Source: an optimization exercise on an open RTL-to-GDS flow (aim: small area, a short achievable clock period and few clock cycles per item). Production flows keep margins and buffers that such runs may drop. No run shown here included a check of the RTL's function; only the layout flow was run.

==> design/flow/constraint.sdc <==
create_clock -name core_clock -period 12.0 [get_ports {clk}]
set_input_delay 2.4000 -clock core_clock [delete_from_list [all_inputs] [get_ports {clk}]]
set_output_delay 2.4000 -clock core_clock [all_outputs]
set_load 0.01 [all_outputs]
==> design/flow/run.sh <==
#!/bin/bash
# synth_recipe.tcl (not shown) runs the flow's synth.tcl, then flattens the netlist and writes it again
# the make line also repeats each setting of config.mk as NAME=value (left out here)
make -C /OpenROAD-flow-scripts/flow DESIGN_CONFIG=/design/flow/config.mk WORK_HOME=/design/flow/orfs CLKGATE_MAP_FILE= SYNTH_SCRIPT=/design/flow/synth_recipe.tcl finish
==> design/flow/design.v <==
module el2_exu_div_ctl
  (
   input logic           clk,                        
   input logic           rst_l,                      
   input logic           dp_valid,                   
   input logic           dp_unsign,                  
   input logic           dp_rem,                     
   input logic  [31:0]   dividend,                   
   input logic  [31:0]   divisor,                    
   input logic           cancel,                     
   output logic          finish_dly,                 
   output logic [31:0]   out                         
  );
   function automatic logic [5:0] clz32 (input logic [31:0] x);
      clz32 = 6'd32;
      for (int i = 0; i < 32; i++)
         if (x[i]) clz32 = 31 - i;
   endfunction
   logic        sv_ff;                  
   logic        it_ff;                  
   logic        fin_ff;                 
   logic [3:0]  cnt_ff;                 
   logic        busy, ans;
   logic [31:0] r_ff;                   
   logic [31:0] q_ff;                   
   logic [32:0] b_ff;                   
   logic        rem_ff, neg_ff;         
   assign busy  = sv_ff | it_ff;
   assign ans   = sv_ff | fin_ff;       
   logic        sa, sb, bz;
   logic [31:0] neg_in, neg_out;
   logic        neg_s;
   assign sa      = ~dp_unsign & dividend[31];
   assign sb      = ~dp_unsign & divisor[31];
   assign bz      = (divisor == 32'b0);
   assign neg_in  = ans ? (rem_ff ? r_ff : q_ff) : dividend;
   assign neg_s   = ans ? neg_ff : sa;
   assign neg_out = neg_s ? -neg_in : neg_in;
   logic [33:0] d1;
   logic [32:0] d2;
   logic        q1, q2;
   logic [31:0] r1, r2;
   assign d1 = {2'b0,r_ff} - {1'b0,b_ff};
   assign q1 = it_ff & ~d1[33];
   assign r1 = q1 ? d1[31:0] : r_ff;
   assign d2 = {1'b0,r1} - {1'b0,b_ff[32:1]};
   assign q2 = it_ff & ~d2[32];
   assign r2 = q2 ? d2[31:0] : r1;
   logic        early;
   logic [5:0]  clza, clzb;
   logic [5:0]  sdiff;
   logic        bzero;
   logic [3:0]  m;
   logic [4:0]  rot;
   logic [32:0] b_r1, b_rot;
   assign early = d1[33];
   assign clza  = clz32(r_ff);
   assign clzb  = clz32(b_ff[31:0]);
   assign bzero = clzb[5];
   assign sdiff = clzb - clza;                            
   assign m     = (bzero | ~sv_ff) ? 4'hf : sdiff[4:1];
   assign b_r1  = {b_ff[31:0], b_ff[32]};
   assign b_rot = ({b_r1, b_r1} << {m, 1'b0}) >> 33;
   always_ff @(posedge clk or negedge rst_l) begin
      if (!rst_l) begin
         sv_ff  <= 1'b0;
         it_ff  <= 1'b0;
         fin_ff <= 1'b0;
      end
      else begin
         sv_ff  <= dp_valid & ~cancel;
         it_ff  <= ~cancel & ((sv_ff & ~early) | (it_ff & (cnt_ff != 4'd0)));
         fin_ff <= ~cancel & it_ff & (cnt_ff == 4'd0);
      end
   end
   always_ff @(posedge clk) begin
      cnt_ff <= sv_ff ? m : cnt_ff - 4'd1;
      q_ff   <= it_ff ? {q_ff[29:0], q1, q2} : 32'b0;
      r_ff   <= busy ? r2 : neg_out;
      b_ff   <= busy ? b_rot : {1'b0, sb ? -divisor : divisor};
      if (!busy) begin
         rem_ff <= dp_rem;
         neg_ff <= dp_rem ? sa : (sa ^ sb) & ~bz;
      end
   end
   assign out        = neg_out;
   assign finish_dly = ~cancel & (fin_ff | (sv_ff & early));
endmodule  
==> design/flow/config.mk <==
export PLATFORM = sky130hd
export DESIGN_NAME = el2_exu_div_ctl
export DESIGN_NICKNAME = el2_exu_div_ctl
export VERILOG_FILES = /design/flow/design.v
export SDC_FILE = /design/flow/constraint.sdc
export NUM_CORES = 8
export LEC_CHECK = 0
export CAP_MARGIN = 40
export CORE_MARGIN = 2
export CORE_UTILIZATION = 40
export SETUP_SLACK_MARGIN = 5
export SLEW_MARGIN = 40
==> reports/qor.yml, run 1 <==
ys_seq_area_share_pct: 17.8
hold_path_startpoint: "q_ff[25]$_SDFF_PN0_"
gp_congestion: 0.996
ant_nets: 0
r2r_setup_slack_ps: 5430
initial_core_util_pct: 40.8
fin_ws_ps: 5040
diodes: 0
ioPinCount: 103
drt_first_pass_iters: 6
place_area_sq_mm: 0.0134
vias: 12700
fillers: 2972
drt_iter0_markers: 1095
synthesis.nets: 1705
layout-drive-gt1-share_pct: 12.9
cp-start-kind: "input port"
period_share_pct: 58.0
max_clock_freq_mhz: 144
fin_cells: 2059
via_per_inst: 6.15
synth_edf_count: 2
insertion_delay_ps: 370
die_area_sq_mm: 0.0317
async_flop_share_pct: 2.83
synth_cell_type_count: 90
dp.cells: 1994
antenna_found_initial: 1
drc: 0
setup_violations: 0
wire_per_inst_microns: 22.1
hold_path_end: "q_ff[27]$_SDFF_PN0_"
pre_cts_slack_ps: 4090
coreArea_sq_mm: 0.0297
wirelength_microns: 45500
clk_pin_slew_worst_paths_ps: 80
finish.utilization_pct: 48.4
rr_endpoint: "r_ff[30]$_DFF_P_"
dp_hpwl_microns: 34700
row_count: 63
dieHeight_microns: 178
ff2ff_path_depth: 21
hold_depth: 1
status: "timing/DRC/antenna clean"
die_x_microns: 178
grt_max_degree: 57
synth_area_sq_mm: 0.0121
fin_tns_setup_ps: 0
yosys_most_used_dff: "dfxtp_1"
rsz0062_at_grt: "false"
cts.hold.buffers_added: 0
worstPathRequired_ps: 9600
rr_startpoint: "b_ff[19]$_DFF_P_"
crit_type: "in -> out"
yosysWarnings: 1
cts_tree: "yes"
portBuffers: 102
syn_inst: 1562
cp_max_fo: 3
min_path_type: "reg -> reg"
crit_path_end_kind: "output pin"
h-tree-depth: 3
cts_made_buffers: 9
cap_violations: 0
fin_crit_ps: 6960
grt_usage_pct: 28.0
max_slew.worst_pin.slew_ps: 854
grt_pass1_wl_microns: 68000
cp.arrival_ps: 4560
avgSynthCellArea_sq_um: 7.76
skew_ps: 13.7
ys_ff_latch: 106
relSlewSlack_pct: 43.1
grt_pass1_vias: 12000
area_growth_pct: 18.7
drv_slew: 0
design_area_sq_mm: 0.0144
ctsRootBufferMaster: "clkbuf_16"
grt-ovfl-total: 0
clock_path_buffers: 2
clkSinkCount: 106
hold_violations: 0
fin_nets: 1807
## synthesized netlist by cell type, drive strengths merged, types with 12 or more instances
master	n	share of area (%)
nor2b	18	0.93
nand3	28	1.2
mux2i	98	8.2
nand4	12	0.72
inv	72	2.2
nor2	126	4.0
o22ai	23	1.2
dfxtp	101	17
o21ai	88	3.7
nand2b	15	0.77
ha	70	7.2
o21a	22	1.4
a31oi	35	1.8
and3	12	0.62
xor2	44	3.2
buf	33	1.8
and2	44	2.3
a21oi	117	4.9
nor3	48	2.1
a221o	13	1.1
xnor2	64	4.6
a22oi	14	0.87
nand2	120	3.7
nor4	19	1.1
a21o	33	2.0
mux2	47	4.4
o31ai	22	1.4
a211oi	24	1.5
clkbuf	45	1.4
## flip-flops by register name, summed over array words and instances, names as in the netlist
| register | count |
|---|---|
| q_ff | 32 |
| b_ff | 33 |
| neg_ff | 1 |
| r_ff | 32 |
| cnt_ff | 4 |
| it_ff | 1 |
| fin_ff | 1 |
| rem_ff | 1 |
| sv_ff | 1 |
## how the worst max path moves through the flow
stage / cells past startpoint / startpoint / slack [ps] / endpoint
3_3_place_gp: 8 / dividend[2] / 4170 / out[27]
5_1_grt: 9 / dividend[8] / 4960 / out[25]
4_1_cts: 10 / dividend[6] / 4890 / out[27]
2_1_floorplan: 6 / dividend[2] / 5660 / out[27]
6_report: 8 / dividend[6] / 5040 / out[11]
3_5_place_dp: 8 / dividend[2] / 4090 / out[27]
## worst max-delay path: stages
cell	delay, ps
clkdlybuf4s50_1	460
mux2i_4	220
nand2_2	120
nor3_4	230
buf_4	160
a41oi_1	130
xnor2_1	250
clkdlybuf4s50_1	580
## what timing repair did
action,CTS,global route
setup buffers,31,18
resized for setup,57,44
pin swaps,21,13
setup endpoints to repair,39,28
## per-layer routing
layer	routed length, microns	global-route usage [%]
met5	0	0
met4	1880	12.8
met2	20900	46.7
met3	2930	3.30
met1	19700	36.2
## per-stage QoR
| stage | hold WS [ps] |
|---|---|
| after global placement | 440 |
| final | 460 |
| after detailed placement | 441 |
| after global routing | 488 |
| after floorplan | 426 |
| after CTS | 464 |
## cell families after synthesis
logic type               Yosys count  share of synthesized area (%)
AND/OR/NAND/NOR                  478                           19.7
adder cells (fa/ha/maj)           73                           7.72
AO/OA/AOI/OAI                    492                           27.2
flip-flops                       106                           17.8
XOR/XNOR                         108                           7.80
buffers and inverters            150                           5.44
multiplexers                     155                           14.4
## cell usage in the layout (no fill, tap or decap), types with 9 or more instances in the layout
| cell type | synthesis | layout |
|---|---|---|
| nor2_1 | 123 | 123 |
| nand2_1 | 120 | 117 |
| a21oi_1 | 114 | 114 |
| dfxtp_1 | 101 | 101 |
| mux2i_1 | 96 | 81 |
| o21ai_0 | 75 | 75 |
| ha_1 | 70 | 69 |
| inv_1 | 69 | 68 |
| clkdlybuf4s50_1 | 0 | 68 |
| xnor2_1 | 64 | 62 |
| buf_4 | 7 | 62 |
| nor3_1 | 46 | 44 |
| xor2_1 | 44 | 44 |
| mux2_2 | 43 | 43 |
| and2_1 | 44 | 41 |
| a31oi_1 | 35 | 35 |
| a21o_1 | 33 | 33 |
| nand3_1 | 27 | 27 |
| o22ai_1 | 23 | 23 |
| a211oi_1 | 23 | 22 |
| o21a_1 | 22 | 21 |
| o31ai_1 | 21 | 21 |
| nor2b_1 | 18 | 17 |
| nor4_1 | 18 | 17 |
| dlygate4sd2_1 | 0 | 15 |
| a22oi_1 | 14 | 14 |
| nand2b_1 | 15 | 14 |
| a221o_1 | 13 | 13 |
| dlymetal6s2s_1 | 0 | 13 |
| and3_1 | 12 | 11 |
| mux2i_4 | 0 | 11 |
| nand4_1 | 10 | 10 |
| mux4_2 | 10 | 10 |
| o21ai_1 | 12 | 10 |
| or2_2 | 8 | 9 |
| clkbuf_16 | 0 | 9 |
## area by class of cell
cell class / instances / area, sq um / share of cell area (%)
sequential: 106 / 2160 / 15.0
timing repair buffer: 169 / 1560 / 10.8
tap: 390 / 488 / 3.39
clock buffer: 9 / 225 / 1.57
multi-input combinational: 1306 / 9610 / 66.8
clock inverter: 7 / 73.8 / 0.513
inverter: 72 / 270 / 1.88
==> run 2, diff against run 1 <==
--- a/design/flow/design.v
+++ b/design/flow/design.v
@@ -22,3 +22,3 @@
    logic [3:0]  cnt_ff;                 
-   logic        busy, ans;
+   logic        busy;
    logic [31:0] r_ff;                   
@@ -28,6 +28,4 @@
    assign busy  = sv_ff | it_ff;
-   assign ans   = sv_ff | fin_ff;       
    logic        sa, sb, bz;
-   logic [31:0] neg_in, neg_out;
-   logic        neg_s;
+   logic [31:0] res;
    assign sa      = ~dp_unsign & dividend[31];
@@ -35,5 +33,2 @@
    assign bz      = (divisor == 32'b0);
-   assign neg_in  = ans ? (rem_ff ? r_ff : q_ff) : dividend;
-   assign neg_s   = ans ? neg_ff : sa;
-   assign neg_out = neg_s ? -neg_in : neg_in;
    logic [33:0] d1;
@@ -78,3 +73,3 @@
       q_ff   <= it_ff ? {q_ff[29:0], q1, q2} : 32'b0;
-      r_ff   <= busy ? r2 : neg_out;
+      r_ff   <= busy ? r2 : (sa ? -dividend : dividend);
       b_ff   <= busy ? b_rot : {1'b0, sb ? -divisor : divisor};
@@ -85,3 +80,4 @@
    end
-   assign out        = neg_out;
+   assign res        = rem_ff ? r_ff : q_ff;
+   assign out        = neg_ff ? -res : res;
    assign finish_dly = ~cancel & (fin_ff | (sv_ff & early));
==> run 2 against run 1 <==
Effect of this change: wire length fell by 9.6%; largest cell class unchanged; critical endpoint is now out[31]; area after synthesis rose by 1.2%; sequential cell count did not move; die area rose by 1.2%.
==> reports/qor.yml, run 2 <==
status: "timing/DRC/antenna clean"
yosys_most_used_dff: "dfxtp_1"
largest_register_ffs: 33  # unchanged
syn_inst: 1624  # +4.0%
initial_core_util_pct: 40.3  # -0.47 points
die_area_sq_mm: 0.0321  # +1.2%
drt_first_pass_iters: 5  # -1
synthesis.nets: 1768  # +3.7%
synth_xor_area_share_pct: 9.71  # +1.9 points
top_register: "b_ff"
setup_violations: 0  # unchanged
cpPeakStageDelay_ps: 570  # about the same
antenna_found_initial: 0  # -1
clock_path_buffers: 2  # unchanged
cp_max_fo: 41  # +38
dp_hpwl_microns: 32700  # -5.8%
worst_path_max_delay_cell: "or4_1"
final-seq-area_sq_mm: 0.00216  # about the same
max_clock_freq_mhz: 148  # +2.7%
synth_area_leaders: "dfxtp_1 (16%), mux2i_1 (10%), ha_1 (7.2%)"
cts_made_buffers: 9  # unchanged
wire_per_inst_microns: 19.7  # -11%
synth_area_sq_mm: 0.0123  # +1.2%
ys_ff_latch: 106  # unchanged
h-tree-depth: 3  # unchanged
crit_type: "reg -> out"
clkSinkCount: 106  # unchanged
design_area_sq_mm: 0.0140  # -2.9%
area_growth_pct: 13.8
wirelength_microns: 41100  # -9.6%
diodes: 0  # unchanged
grt_max_degree: 83  # +46%
period_share_pct: 56.4  # -1.5 points
relSlewSlack_pct: 43.7  # +0.63 points
yosys.area_share.simple_pct: 21.6  # +1.9 points
die_x_microns: 179  # +0.60%
skew_ps: 6.56  # -7.15 ps
grt_pass1_vias: 11600  # -3.1%
max_slew.worst_pin.slew_ps: 837  # -16.6 ps
rr_endpoint: "r_ff[4]$_DFF_P_"
synth_commonest_cells: "nor2_1 (156), a21oi_1 (143), mux2i_1 (126)"
fin_cells: 2086  # +1.3%
gp_congestion: 0.938  # -5.8%
grt_pass1_wl_microns: 63000  # -7.3%
cts_tree: "yes"
synth.area.mux_share_pct: 12.9  # -1.4 points
synth_edf_count: 2  # unchanged
synth_top_family_by_area: "compound AO/OA/AOI/OAI gates"
layout-drive-gt1-share_pct: 5.56  # -7.3 points
fillers: 3104  # +4.4%
drv_slew: 0  # unchanged
multi_input_area_sq_mm: 0.00956  # -0.59%
rr_startpoint: "r_ff[1]$_DFF_P_"
avgSynthCellArea_sq_um: 7.55  # -2.6%
dp.cells: 2066  # +3.6%
hold_path_end: "q_ff[31]$_SDFF_PN0_"
synth-compound-area-share_pct: 25.4  # -1.8 points
hold_depth: 1  # unchanged
largestRegisters: "b_ff x33, q_ff x32, r_ff x32"
ctsRootBufferMaster: "clkbuf_16"
dieHeight_microns: 179  # +0.60%
ys_seq_area_share_pct: 17.6  # -0.21 points
portBuffers: 102  # unchanged
worstPathRequired_ps: 9600  # about the same
crit_chain: "clkbuf_16 -> mux2i_4 -> o221ai_2 -> nor4_2 -> o21ai_1 -> or4_1 -> or2_1 -> or4_4 -> o21ai_1 -> xor2_1 -> clkdlybuf4s50_1"
cp-start-kind: "flop"
drt_iter0_markers: 1003  # -8.4%
yosys.cell_count.top_type: "nor2_1"
pre_cts_slack_ps: 4980  # +890 ps
coreArea_sq_mm: 0.0304  # +2.4%
synth_top_area_share_pct: 16.5  # -0.20 points
yosysWarnings: 1  # unchanged
hold_path_startpoint: "q_ff[29]$_SDFF_PN0_"
cp.arrival_ps: 4370  # -190 ps
synth_fa_ha_area_share_pct: 7.73  # +0.0091 points
drc: 0  # unchanged
cap_violations: 0  # unchanged
final_common_cell: "nor2_1"
hold_violations: 0  # unchanged
yosys.area.top_type: "dfxtp_1"
crit_path_end_kind: "output pin"
fin_ws_ps: 5230  # +183 ps
cpMostUsedCell: "o21ai_1"
row_count: 64  # +1.6%
grt-ovfl-total: 0  # unchanged
fin_tns_setup_ps: 0  # unchanged
rsz0062_at_grt: "true"
fin_nets: 1829  # +1.2%
via_per_inst: 5.96  # -3.1%
place_area_sq_mm: 0.0136  # +1.1%
cts.hold.buffers_added: 0  # unchanged
async_flop_share_pct: 2.83  # unchanged
ant_nets: 0  # unchanged
insertion_delay_ps: 370  # about the same
ff2ff_path_depth: 24  # +14%
vias: 12400  # -1.9%
fin_crit_ps: 6770  # -183 ps
r2r_setup_slack_ps: 5380  # -50 ps
layout_common_cells: "nor2_1 (155), a21oi_1 (142), mux2i_1 (126)"
grt_usage_pct: 25.1  # -2.9 points
ioPinCount: 103  # unchanged
synth_cell_type_count: 84  # -6.7%
clk_pin_slew_worst_paths_ps: 80  # about the same
min_path_type: "reg -> reg"
==> run 2: logic make-up (layout without fill, tap and decap cells) <==
kind of cell,count (synthesis),count (layout)
muxes,153,153
and+or+nand+nor,537,537
adders and majority gates,74,74
buffers and inverters,146,212
AOI/OAI and AO/OA,472,472
xor gates and xnor gates,136,136
DFF,106,106
==> run 2: metrics by stage <==
| stage | util (%) | hold slack, ps |
|---|---|---|
| global route | 45.9 | 492 |
| detailed placement | 44.6 | 454 |
| floorplan | - | 433 |
| finish | 45.9 | 470 |
| global placement | 44.6 | 442 |
| CTS | 45.6 | 470 |
==> run 2: final cells by class <==
cell class / instances / share of cell area, %
Multi-Input combinational cell: 1372 / 68.4
Clock buffer: 10 / 1.71
Timing Repair Buffer: 119 / 8.47
Tap cell: 396 / 3.55
Clock inverter: 6 / 0.278
Sequential cell: 106 / 15.5
Inverter: 76 / 2.07
Timing Repair inverter: 1 / 0.0537
==> run 2: critical path, delay by kind of cell (launching register included) <==
family                 cells  cell delay (ps)
AND/OR/NAND/NOR            4             1710
buffers and inverters      2              810
AO/OA/AOI/OAI              3              540
flip-flops                 1              460
multiplexers               1              310
XOR/XNOR                   1              150
==> run 2: timing repair <==
item                                    4_1_cts  5_1_grt
endpoints found under the setup margin        4       36
gates resized for setup                       2       15
cloned                                        0        2
setup buffers                                 0        2
==> run 2: how the worst max path moves through the flow <==
stage,depth (start not counted),startpoint,to
2_1_floorplan,17,rem_ff$_DFFE_PP_,out[30]
3_3_place_gp,12,rem_ff$_DFFE_PP_,out[30]
3_5_place_dp,23,r_ff[1]$_DFF_P_,r_ff[30]$_DFF_P_
4_1_cts,12,rem_ff$_DFFE_PP_,out[30]
5_1_grt,12,rem_ff$_DFFE_PP_,out[30]
6_report,11,rem_ff$_DFFE_PP_,out[31]
==> run 2: layer usage <==
layer  vias up  track usage (%)  wire [microns]
li1       6109                -               -
met5         -                0               0
met4         0             11.8            1860
met2       395             40.8           18600
met3        75             3.50            2250
met1      5849             32.9           18400

static timing again, ports no longer ideal:
In the flow no input, the clock included, has a driving cell. The finished layouts below were timed again as built, in two steps. Step 1, drivers: a clkbuf_16 drives clk and a buf_2 each remaining input, both assumed. Step 2 moves the port delays by t, midway between the first and last clock arrival at a register: inputs arrive t later, outputs are due t later. That takes back most of the time a late clock gives input paths. Three values: no drivers, after step 1, after step 2; two values: the first two.
| run | shift t [ns] | setup WS [ns] | worst data-port slew with drivers (ns) | pins driven straight from the clock port |
|---|---|---|---|---|
| run 1 | 0.413 | 5.045 / 5.019 / 5.019 | 0.04 | 1 |
| run 2 | 0.411 | 5.228 / 5.179 / 5.376 | 0.04 | 1 |
After both steps setup and hold are still met in every run listed. For run 1, which loses most, drivers alone change the setup slack by -0.026 ns; drivers and shift together by -0.026 ns.
